Background: an optimization exercise with open tools, aiming at small area and a short achievable clock period. Do not read the settings as production practice.
The RTL was checked by simulation tests, not by an equivalence proof against the original design.
No activity file was given, so power comes from the tool's default toggle rates.

===== config.mk =====
export PLATFORM = sky130hd
export DESIGN_NAME = top
export DESIGN_NICKNAME = top
export VERILOG_FILES = /design/flow/design.v
export SDC_FILE = /design/flow/constraint.sdc
export NUM_CORES = 4
export LEC_CHECK = 0
export CAP_MARGIN = 30
export CORE_MARGIN = 2
export CORE_UTILIZATION = 50
export CTS_BUF_LIST = sky130_fd_sc_hd__clkbuf_8
export CTS_CLUSTER_DIAMETER = 40
export CTS_CLUSTER_SIZE = 16
export SETUP_SLACK_MARGIN = 4.5
export SLEW_MARGIN = 20
export SYNTH_HIERARCHICAL = 1
export SYNTH_MINIMUM_KEEP_SIZE = 0

===== constraint.sdc =====
create_clock -name core_clock -period 12.0 [get_ports {clk}]
set_input_delay 2.4000 -clock core_clock [delete_from_list [all_inputs] [get_ports {clk}]]
set_output_delay 2.4000 -clock core_clock [all_outputs]
set_load 0.01 [all_outputs]

===== design.v =====
module top(
    input  wire        clk,
    input  wire        rst,       
    output wire [31:0] pc,
    input  wire [31:0] inst,
    output wire        ram_we,
    output wire        ram_re,
    output wire [1:0]  ram_size,
    output wire [31:0] ram_addr,
    output wire [31:0] ram_wdata,
    input  wire [31:0] ram_rdata,
    output wire        ebreak
);
    wire b2 = inst[2], b3 = inst[3], b4 = inst[4], b5 = inst[5], b6 = inst[6];
    wire [2:0] f3 = inst[14:12];
    wire [3:0] rs1a = inst[18:15];
    wire [3:0] rs2a = inst[23:20];
    wire [3:0] rda  = inst[10:7];
    wire is_load   = ~b6 & ~b5 & ~b4;
    wire is_store  = ~b6 &  b5 & ~b4;
    wire is_lui    = ~b6 &  b5 &  b4 &  b2;
    wire is_branch =  b6 & ~b4 & ~b2;
    wire is_jal    =  b6 &  b3;
    wire is_jalr   =  b6 & ~b3 &  b2;
    wire is_sys    =  b6 &  b4;
    wire sys0      = is_sys & ~f3[0] & ~f3[1];
    wire is_ecall  = sys0 & ~inst[20] & ~inst[21];
    wire is_mret   = sys0 & inst[21];
    wire is_ebreak = sys0 & inst[20];
    wire csr_wen   = is_sys & (f3[0] | (f3[1] & (rs1a != 4'd0)));
    wire rd_wen = (rda != 4'd0) &
                  ((~b6 & (b4 | ~b5)) | (b6 & b2) | (is_sys & (f3[0] | f3[1])));
    reg [31:0] pc_r;
    reg [31:0] mstatus, mepc, mcause, mtvec;
    assign pc = pc_r;
    wire [31:0] wb_data;
    wire [31:0] wd = wb_data;    
    wire [511:0] rf_all;
    assign rf_all[31:0] = 32'd0;
    genvar gi;
    generate
        for (gi = 1; gi < 16; gi = gi + 1) begin : g_rf
            reg [31:0] r;
            always @(posedge clk)
                if (~rst | (rd_wen & (rda == gi))) r <= wd;
            assign rf_all[gi*32 +: 32] = r;
        end
    endgenerate
    wire [31:0] rs1, rs2;
    wire [15:0] oh2;
    generate
        for (gi = 0; gi < 16; gi = gi + 1) begin : g_dec
            assign oh2[gi] = (rs2a == gi);
        end
    endgenerate
    rf_read_mux u_rd1(.rf(rf_all), .sel(rs1a), .q(rs1));
    rf_read u_rd2(.rf(rf_all), .oh(oh2), .q(rs2));
    wire [11:0] imm_m = {inst[31:25], (b5 & ~b2) ? inst[11:7] : inst[24:20]};
    agu_add u_agu(.a(rs1), .imm(imm_m), .s(ram_addr));
    assign ram_wdata = rs2;
    assign ram_re    = is_load;
    assign ram_we    = is_store;
    assign ram_size  = f3[1:0];
    assign ebreak    = is_ebreak;
    wire [31:0] a_sum, a_shr, a_p, a_g;
    wire lt, ltu, eq, sltu_r;
    alu u_alu(.a(rs1), .rs2(rs2), .inst(inst), .sum(a_sum), .shr(a_shr), .p(a_p), .g(a_g),
              .lt(lt), .ltu(ltu), .sltu_r(sltu_r), .eq(eq));
    wire [11:0] csra = inst[31:20];
    wire sel_mstatus = csra == 12'h300;
    wire sel_mepc    = csra == 12'h341;
    wire sel_mcause  = csra == 12'h342;
    wire sel_mtvec   = csra == 12'h305;
    always @(posedge clk) begin
        if (~rst) begin
            mstatus <= 32'h1800;
            mepc    <= 32'h0;
            mcause  <= 32'h0;
            mtvec   <= 32'h80000004;
        end else if (is_ecall) begin
            mepc   <= pc_r;
            mcause <= 32'd11;
        end else if (csr_wen) begin
            if (sel_mstatus) mstatus <= rs1;
            if (sel_mepc)    mepc    <= rs1;
            if (sel_mcause)  mcause  <= rs1;
            if (sel_mtvec)   mtvec   <= rs1;
        end
    end
    wire [31:0] pc4, pcadd;
    pc_add u_pca(.pc(pc_r), .inst(inst), .pc4(pc4), .pcadd(pcadd));
    wire cond  = (f3[2] ? (f3[1] ? ltu : lt) : eq) ^ f3[0];
    wire taken = is_jal | (is_branch & cond);
    wire [31:0] npc = is_mret  ? mepc :
                      is_ecall ? mtvec :
                      is_jalr  ? {ram_addr[31:1], 1'b0} :
                      taken    ? pcadd : pc4;
    always @(posedge clk)
        if (~rst) pc_r <= 32'h80000000;
        else      pc_r <= npc;
    wire [31:0] ld = {(f3[2] | f3[1]) ? ram_rdata[31:16] : {16{f3[0] ? ram_rdata[15] : ram_rdata[7]}},
                      (f3[2] | f3[1] | f3[0]) ? ram_rdata[15:8] : {8{ram_rdata[7]}},
                      ram_rdata[7:0]};
    wire is_alu = ~b6 & b4 & ~b2;
    wire [7:0] f3d = 8'd1 << f3;
    wire is_csr = b6 & ~b2;
    wire [14:0] wsel = {15{rst}} & {is_csr & sel_mtvec, is_csr & sel_mcause, is_csr & sel_mepc,
                                    is_csr & sel_mstatus, ~b6 & ~b4, ~b6 & b4 & b2, b6 & b2,
                                    {8{is_alu}} & f3d};
    wb_sel u_wb(.sel(wsel), .sum(a_sum), .shr(a_shr), .p(a_p), .g(a_g), .lt(lt), .sltu_r(sltu_r),
                .pc4(pc4), .pcadd(pcadd), .ld(ld), .mstatus(mstatus), .mepc(mepc),
                .mcause(mcause), .mtvec(mtvec), .y(wb_data));
endmodule
module rf_read_mux(
    input  wire [511:0] rf,
    input  wire [3:0]   sel,
    output wire [31:0]  q
);
    assign q = rf[sel*32 +: 32];
endmodule
module rf_read(
    input  wire [511:0] rf,
    input  wire [15:0]  oh,
    output reg  [31:0]  q
);
    integer k;
    always @(*) begin
        q = 32'd0;
        for (k = 1; k < 16; k = k + 1)
            q = q | ({32{oh[k]}} & rf[k*32 +: 32]);
    end
endmodule
module pc_add(
    input  wire [31:0] pc,
    input  wire [31:0] inst,
    output wire [31:0] pc4,
    output wire [31:0] pcadd
);
    wire b2 = inst[2], b3 = inst[3], b4 = inst[4], b5 = inst[5], b6 = inst[6];
    wire [31:0] imm_b = {{20{inst[31]}}, inst[7], inst[30:25], inst[11:8], 1'b0};
    wire [31:0] imm_j = {{12{inst[31]}}, inst[19:12], inst[20], inst[30:21], 1'b0};
    wire [31:0] imm_u = {inst[31:12], 12'b0};
    wire is_lui = ~b6 & b5 & b4 & b2;
    wire [31:0] pcimm = b6 ? (b3 ? imm_j : imm_b) : imm_u;
    assign pcadd = (is_lui ? 32'd0 : pc) + pcimm;
    assign pc4 = {pc[31:2] + 30'd1, pc[1:0]};
endmodule
module alu(
    input  wire [31:0] a,
    input  wire [31:0] rs2,
    input  wire [31:0] inst,
    output wire [31:0] sum,
    output wire [31:0] shr,
    output wire [31:0] p,
    output wire [31:0] g,
    output wire        lt,
    output wire        ltu,
    output wire        sltu_r,
    output wire        eq
);
    wire [2:0] f3 = inst[14:12];
    wire is_op = inst[5];
    wire b6 = inst[6];
    wire [31:0] imm_i = {{20{inst[31]}}, inst[31:20]};
    wire [31:0] opb = is_op ? rs2 : imm_i;
    wire sub = b6 | (~f3[2] & f3[1]) | (is_op & inst[30] & ~f3[2] & ~f3[1] & ~f3[0]);
    wire [31:0] bx = opb ^ {32{sub}};
    assign p = a ^ bx;
    assign g = a & bx;
    wire [31:0] G [0:5];
    wire [31:0] P [0:5];
    assign G[0] = {g[31:1], g[0] | (p[0] & sub)};
    assign P[0] = p;
    genvar l, i;
    generate
        for (l = 0; l < 5; l = l + 1) begin : lv
            for (i = 0; i < 32; i = i + 1) begin : b
                if (i & (1 << l)) begin : x
                    localparam integer j = (i & ~((1 << l) - 1)) - 1;   
                    assign G[l+1][i] = G[l][i] | (P[l][i] & G[l][j]);
                    assign P[l+1][i] = P[l][i] & P[l][j];
                end else begin : y
                    assign G[l+1][i] = G[l][i];
                    assign P[l+1][i] = P[l][i];
                end
            end
        end
    endgenerate
    wire [32:0] c = {G[5], sub};
    assign sum = p ^ c[31:0];
    assign ltu = ~c[32];
    assign lt  = (a[31] ^ opb[31]) ? a[31] : sum[31];
    assign eq  = &p;
    assign sltu_r = ltu | (~is_op & eq & (inst[31:20] == 12'd0));
    wire [4:0] shamt = opb[4:0];
    wire [31:0] a_rev;
    generate
        for (i = 0; i < 32; i = i + 1) begin : g_rev
            assign a_rev[i] = a[31-i];
        end
    endgenerate
    wire [31:0] shin = f3[2] ? a : a_rev;
    wire fill = f3[2] & inst[30] & a[31];
    wire [63:0] shx = {{32{fill}}, shin} >> shamt;
    assign shr = shx[31:0];
endmodule
module wb_sel(
    input  wire [14:0] sel,
    input  wire [31:0] sum,
    input  wire [31:0] shr,
    input  wire [31:0] p,
    input  wire [31:0] g,
    input  wire        lt,
    input  wire        sltu_r,
    input  wire [31:0] pc4,
    input  wire [31:0] pcadd,
    input  wire [31:0] ld,
    input  wire [31:0] mstatus,
    input  wire [31:0] mepc,
    input  wire [31:0] mcause,
    input  wire [31:0] mtvec,
    output wire [31:0] y
);
    wire [31:0] shl;
    genvar i;
    generate
        for (i = 0; i < 32; i = i + 1) begin : g_rev
            assign shl[i] = shr[31-i];
        end
    endgenerate
    assign y = ({32{sel[0]}} & sum) | ({32{sel[1]}} & shl) |
               {31'd0, (sel[2] & lt) | (sel[3] & sltu_r)} |
               ({32{sel[4]}} & p) | ({32{sel[5]}} & shr) |
               ({32{sel[6]}} & (p | g)) | ({32{sel[7]}} & g) |
               ({32{sel[8]}} & pc4) | ({32{sel[9]}} & pcadd) | ({32{sel[10]}} & ld) |
               ({32{sel[11]}} & mstatus) | ({32{sel[12]}} & mepc) |
               ({32{sel[13]}} & mcause) | ({32{sel[14]}} & mtvec);
endmodule
module agu_add(
    input  wire [31:0] a,
    input  wire [11:0] imm,
    output wire [31:0] s
);
    genvar i;
    wire [11:0] gn, tn, hs;           
    wire [11:0] g1, t1;               
    wire [11:0] g2n, t2n;             
    wire [11:0] g3, t3;               
    wire [11:0] g4n;                  
    generate
        for (i = 0; i < 12; i = i + 1) begin : lo0
            hm_nand2 u_g(.a(a[i]), .b(imm[i]), .y(gn[i]));
            hm_nor2  u_t(.a(a[i]), .b(imm[i]), .y(tn[i]));
            hm_xor2  u_h(.a(a[i]), .b(imm[i]), .y(hs[i]));
        end
        for (i = 0; i < 12; i = i + 1) begin : lo1
            if (i >= 1) begin : x
                hm_oai21 u_g(.a1(tn[i]), .a2(gn[i-1]), .b1(gn[i]), .y(g1[i]));
                hm_nor2  u_t(.a(tn[i]), .b(tn[i-1]), .y(t1[i]));
            end else begin : y
                hm_inv u_g(.a(gn[i]), .y(g1[i]));
                hm_inv u_t(.a(tn[i]), .y(t1[i]));
            end
        end
        for (i = 0; i < 12; i = i + 1) begin : lo2
            if (i >= 2) begin : x
                hm_aoi21 u_g(.a1(t1[i]), .a2(g1[i-2]), .b1(g1[i]), .y(g2n[i]));
                hm_nand2 u_t(.a(t1[i]), .b(t1[i-2]), .y(t2n[i]));
            end else begin : y
                hm_inv u_g(.a(g1[i]), .y(g2n[i]));
                hm_inv u_t(.a(t1[i]), .y(t2n[i]));
            end
        end
        for (i = 0; i < 12; i = i + 1) begin : lo3
            if (i >= 4) begin : x
                hm_oai21 u_g(.a1(t2n[i]), .a2(g2n[i-4]), .b1(g2n[i]), .y(g3[i]));
                hm_nor2  u_t(.a(t2n[i]), .b(t2n[i-4]), .y(t3[i]));
            end else begin : y
                hm_inv u_g(.a(g2n[i]), .y(g3[i]));
                hm_inv u_t(.a(t2n[i]), .y(t3[i]));
            end
        end
        for (i = 0; i < 12; i = i + 1) begin : lo4
            if (i >= 8) begin : x
                hm_aoi21 u_g(.a1(t3[i]), .a2(g3[i-8]), .b1(g3[i]), .y(g4n[i]));
            end else begin : y
                hm_inv u_g(.a(g3[i]), .y(g4n[i]));
            end
        end
    endgenerate
    assign s[0] = hs[0];
    generate
        for (i = 1; i < 12; i = i + 1) begin : los
            hm_xnor2 u_s(.a(hs[i]), .b(g4n[i-1]), .y(s[i]));
        end
    endgenerate
    wire c12n = g4n[11];
    wire c12p;
    hm_inv u_c12p(.a(c12n), .y(c12p));
    wire sg = imm[11];
    wire [19:0] ah = a[31:12];
    wire [19:0] a1n, z1, a2, z2n, a3n, z3, a4, z4n, a5n, z5;
    generate
        for (i = 0; i < 20; i = i + 1) begin : hp1
            if (i >= 1) begin : x
                hm_nand2 u_a(.a(ah[i]), .b(ah[i-1]), .y(a1n[i]));
                hm_nor2  u_z(.a(ah[i]), .b(ah[i-1]), .y(z1[i]));
            end else begin : y
                hm_inv u_a(.a(ah[i]), .y(a1n[i]));
                hm_inv u_z(.a(ah[i]), .y(z1[i]));
            end
        end
        for (i = 0; i < 20; i = i + 1) begin : hp2
            if (i >= 2) begin : x
                hm_nor2  u_a(.a(a1n[i]), .b(a1n[i-2]), .y(a2[i]));
                hm_nand2 u_z(.a(z1[i]), .b(z1[i-2]), .y(z2n[i]));
            end else begin : y
                hm_inv u_a(.a(a1n[i]), .y(a2[i]));
                hm_inv u_z(.a(z1[i]), .y(z2n[i]));
            end
        end
        for (i = 0; i < 20; i = i + 1) begin : hp3
            if (i >= 4) begin : x
                hm_nand2 u_a(.a(a2[i]), .b(a2[i-4]), .y(a3n[i]));
                hm_nor2  u_z(.a(z2n[i]), .b(z2n[i-4]), .y(z3[i]));
            end else begin : y
                hm_inv u_a(.a(a2[i]), .y(a3n[i]));
                hm_inv u_z(.a(z2n[i]), .y(z3[i]));
            end
        end
        for (i = 0; i < 20; i = i + 1) begin : hp4
            if (i >= 8) begin : x
                hm_nor2  u_a(.a(a3n[i]), .b(a3n[i-8]), .y(a4[i]));
                hm_nand2 u_z(.a(z3[i]), .b(z3[i-8]), .y(z4n[i]));
            end else begin : y
                hm_inv u_a(.a(a3n[i]), .y(a4[i]));
                hm_inv u_z(.a(z3[i]), .y(z4n[i]));
            end
        end
        for (i = 0; i < 20; i = i + 1) begin : hp5
            if (i >= 16) begin : x
                hm_nand2 u_a(.a(a4[i]), .b(a4[i-16]), .y(a5n[i]));
                hm_nor2  u_z(.a(z4n[i]), .b(z4n[i-16]), .y(z5[i]));
            end else begin : y
                hm_inv u_a(.a(a4[i]), .y(a5n[i]));
                hm_inv u_z(.a(z4n[i]), .y(z5[i]));
            end
        end
    endgenerate
    wire sgn;
    hm_inv u_sgn(.a(sg), .y(sgn));
    wire [19:0] f1, f0n, x1, x0;
    generate
        for (i = 0; i < 20; i = i + 1) begin : hs_
            if (i >= 1) begin : x
                hm_nor2  u_f1(.a(sg), .b(a5n[i-1]), .y(f1[i]));
                hm_nand2 u_f0(.a(sg), .b(z5[i-1]), .y(f0n[i]));
            end else begin : y
                assign f1[i] = sgn;
                hm_inv u_f0(.a(sg), .y(f0n[i]));
            end
            hm_xor2  u_x1(.a(ah[i]), .b(f1[i]), .y(x1[i]));
            hm_xnor2 u_x0(.a(ah[i]), .b(f0n[i]), .y(x0[i]));
            wire n1, n0;
            hm_nand2 u_n1(.a(c12p), .b(x1[i]), .y(n1));
            hm_nand2 u_n0(.a(c12n), .b(x0[i]), .y(n0));
            hm_nand2 u_o (.a(n1), .b(n0), .y(s[12+i]));
        end
    endgenerate
endmodule
module hm_inv  (input wire a, output wire y); assign y = ~a; endmodule
module hm_nand2(input wire a, input wire b, output wire y); assign y = ~(a & b); endmodule
module hm_nor2 (input wire a, input wire b, output wire y); assign y = ~(a | b); endmodule
module hm_xor2 (input wire a, input wire b, output wire y); assign y = a ^ b; endmodule
module hm_xnor2(input wire a, input wire b, output wire y); assign y = ~(a ^ b); endmodule
module hm_oai21(input wire a1, input wire a2, input wire b1, output wire y); assign y = ~((a1 | a2) & b1); endmodule
module hm_aoi21(input wire a1, input wire a2, input wire b1, output wire y); assign y = ~((a1 & a2) | b1); endmodule
module hm_mux2 (input wire a0, input wire a1, input wire s, output wire y); assign y = s ? a1 : a0; endmodule

===== standard.sh =====
#!/bin/bash
# synth_recipe.tcl (not shown) runs the flow's synth.tcl, then flattens the netlist and writes it again
# the make line also repeats each setting of config.mk as NAME=value (left out here)
make -C /OpenROAD-flow-scripts/flow DESIGN_CONFIG=/design/flow/config.mk WORK_HOME=/design/flow/orfs CLKGATE_MAP_FILE= SYNTH_SCRIPT=/design/flow/synth_recipe.tcl "${@:-finish}"

===== flow/run.sh =====
#!/bin/bash
# The standard layout, except that the port buffers inserted before global
# placement are the smallest buffer; timing repair resizes those that need it.
set -euo pipefail
export BUFFER_PORTS_ARGS="-buffer_cell sky130_fd_sc_hd__buf_1"
bash standard.sh > standard_flow.log 2>&1

==> reports/metrics.yaml <==
run_status:
  status: "timing/DRC/antenna clean"
floorplanning:
  num_rows: 103
  io_pins: 167
  die_area_mm2: 0.0821
  start_util_pct: 50.5
  dieWidth_um: 287
  fp.coreArea_mm2: 0.0790
  die_y_um: 287
worst_setup_path:
  cp.required_ps: 9600
  startpoint_type: "input pin"
  cp_cell_sequence: "clkbuf_16, buf_16, mux4_2, a22oi_1, nand2_1, buf_12, nor2_4, nor2_2, a21oi_2, inv_2, a21oi_4, buf_12, buf_12, clkinvlp_4, nand2_1, nand2_1, buf_1"
  cp_data_arrival_time_ps: 5150
  worstSetupPathType: "in -> out"
  cp_max_fo: 9
  max_stage_delay_ps: 500
  endpoint_kind: "primary output"
  cpMaxStageDelayCell: "mux4_2"
clock_tree:
  htree_levels: 3
  clkLatencyLatePin_ps: 750
  cts_tree: "done"
  cts_hold_buf: 0
  cts_root_buf: "clkbuf_8"
  cts.sinks: 640
  clk_path_buf_depth: 3
  clkTransAtPathRegs_ps: 60
  cts_made_buffers: 96
timing:
  hold_viol: 0
  relSlewSlack_pct: 22.2
  skew_ps: 65.9
  worst_slew_pin_slew_ps: 1160
  finalSetupViolCount: 0
  rsz0062_at_grt: "yes"
  period_minus_slack_ps: 7550
  fmax_mhz: 132
  fin_tns_setup_ps: 0
  maxSlewViolCount: 0
  final.period_utilization_pct: 62.9
final_layout:
  nets: 4178
  area_growth_pct: 17.8
  fin_util_pct: 59.5
  drive_gt1_share_pct: 22.1
  instances_no_fill: 5174
routing:
  m1WireLength_mm: 61.9
  drt-pass1-iter-count: 6
  viasPerCell: 7.03
  top_layer_used: "met4"
  met3_length_mm: 20.7
  drt-initial-drc-count: 5238
  drt.antenna.violating_nets: 0
  routed_wl_mm: 171
  wl_per_cell_um: 33.1
  vias: 36360
  met2_length_mm: 77.0
  drc: 0
synthesis:
  synth_cells: 3730
  synth-warning-count: 9
  synth_area_mm2: 0.0399
  syn_area_per_cell_um2: 10.7
global_routing:
  grt_pass1_wl_mm: 240
  gr-total-overflow: 0
  grt_use_total_pct: 40.3
  grt_max_degree: 70
  antenna_found_initial: 5
  grt_pass1_vias: 34533
placement:
  dp_cells: 4811
  finalWeightedCongestion: 1.02
  portBuffers: 164
  hpwl_mm: 109
hold_path:
  min_path_type: "reg -> reg"
flow_run:
  maxCapViolations: 0
pwr:
  p_leak_uw: 0.0179
  ir_drop_mv: 0.133
  power_density_mw_per_mm2: 146
## registers in the layout, indices dropped and copies added, names as in the netlist
register,count
g_rf.r,480
mcause,32
mepc,32
mstatus,32
mtvec,32
pc_r,32
## stage by stage
| stage | total power [uW] | setup WS [ps] | hold slack [ps] | cell area, um2 |
|---|---|---|---|---|
| 2_1_floorplan | 3910 | 4520 | 432 | 40000 |
| 3_3_place_gp | 4550 | 2120 | 437 | 41800 |
| 3_5_place_dp | 4590 | 1960 | 443 | 42000 |
| 4_1_cts | 6660 | 4490 | 452 | 45800 |
| 5_1_grt | 7050 | 4380 | 468 | 47000 |
| 6_report | 6850 | 4450 | 450 | 47000 |
## routing by layer
| metal | up-vias | track usage, % |
|---|---|---|
| met5 | - | 0 |
| met4 | 0 | 25.0 |
| met3 | 590 | 8.38 |
| met2 | 2799 | 62.5 |
| met1 | 17836 | 51.9 |
| li1 | 15135 | - |
## worst max-delay path: cells and delay by family
| family | cells | cell delay [ps] |
|---|---|---|
| AOI/OAI and AO/OA | 3 | 500 |
| buffers and inverters | 8 | 1220 |
| muxes | 1 | 500 |
| and+or+nand+nor | 5 | 500 |
## layout make-up
cell class                      count  area [um2]
Antenna cell                        1        2.50
Fill cell                        6604       32000
Timing Repair Buffer              456        3820
Tap cell                         1050        1310
Sequential cell                   640       17600
Multi-Input combinational cell   2727       21700
Clock buffer                      100        1380
Timing Repair inverter              2        15.0
Clock inverter                     78         716
Inverter                          120         458
## what timing repair did
item                                    in CTS  in global routing
setup buffers                               89                 67
gates cloned                                20                  5
resized for setup                          157                179
pin swaps                                   29                 48
endpoints found under the setup margin     576                262
## power breakdown
group	internal [uW]	switching, uW	total [uW]
registers	2600	114	2710
clock network	971	989	1960
logic	788	1390	2180
total	4360	2500	6850
## final timing paths
| path | start | endpoint | depth (start not counted) | slack (ps) |
|---|---|---|---|---|
| min reg2reg | mcause[28] | mcause[28] | 2 | 450 |
| max | inst[15] | ram_addr[31] | 17 | 4450 |
| min | mcause[28] | mcause[28] | 2 | 450 |
| max reg2reg | g_rf[4].r[15] | pc_r[22] | 21 | 6700 |
## cell usage in the layout, fill, tap and decap left out, types with 132 or more instances in the layout
cell,instances
edfxtp_1,480
a22oi_1,238
a21oi_1,181
nand2_1,345
mux2i_1,223
buf_4,223
dfxtp_1,160
buf_1,133
mux4_2,132
nor2_1,213

-- what the ideal ports hide --
The results above use ideal ports. As a check the final layout listed here was re-extracted and re-timed, cells and wires unchanged.
Step 1 (the two cells are an assumption about what drives the block):
set clk [get_ports {clk}]
set_driving_cell -lib_cell sky130_fd_sc_hd__clkbuf_16 $clk
set_driving_cell -lib_cell sky130_fd_sc_hd__buf_2 [delete_from_list [all_inputs] $clk]
Step 2, shift: input delay + t, output delay - t, t = (earliest + latest rising clock arrival at the registers) / 2. This alone moves slack from input paths to output paths.
a / b / c = no drivers / after step 1 / after step 2; a / b = the first two.
t (ns): 0.783
slack for setup (ns): 4.450 / 4.098 / 3.794
worst register clock-pin slew, ns: 0.09 / 0.09
worst slew at a driven data input, ns: 0.35
After both steps this run still meets setup and hold. The setup slack of this run moves by -0.352 ns with the drivers and by -0.656 ns with both steps.
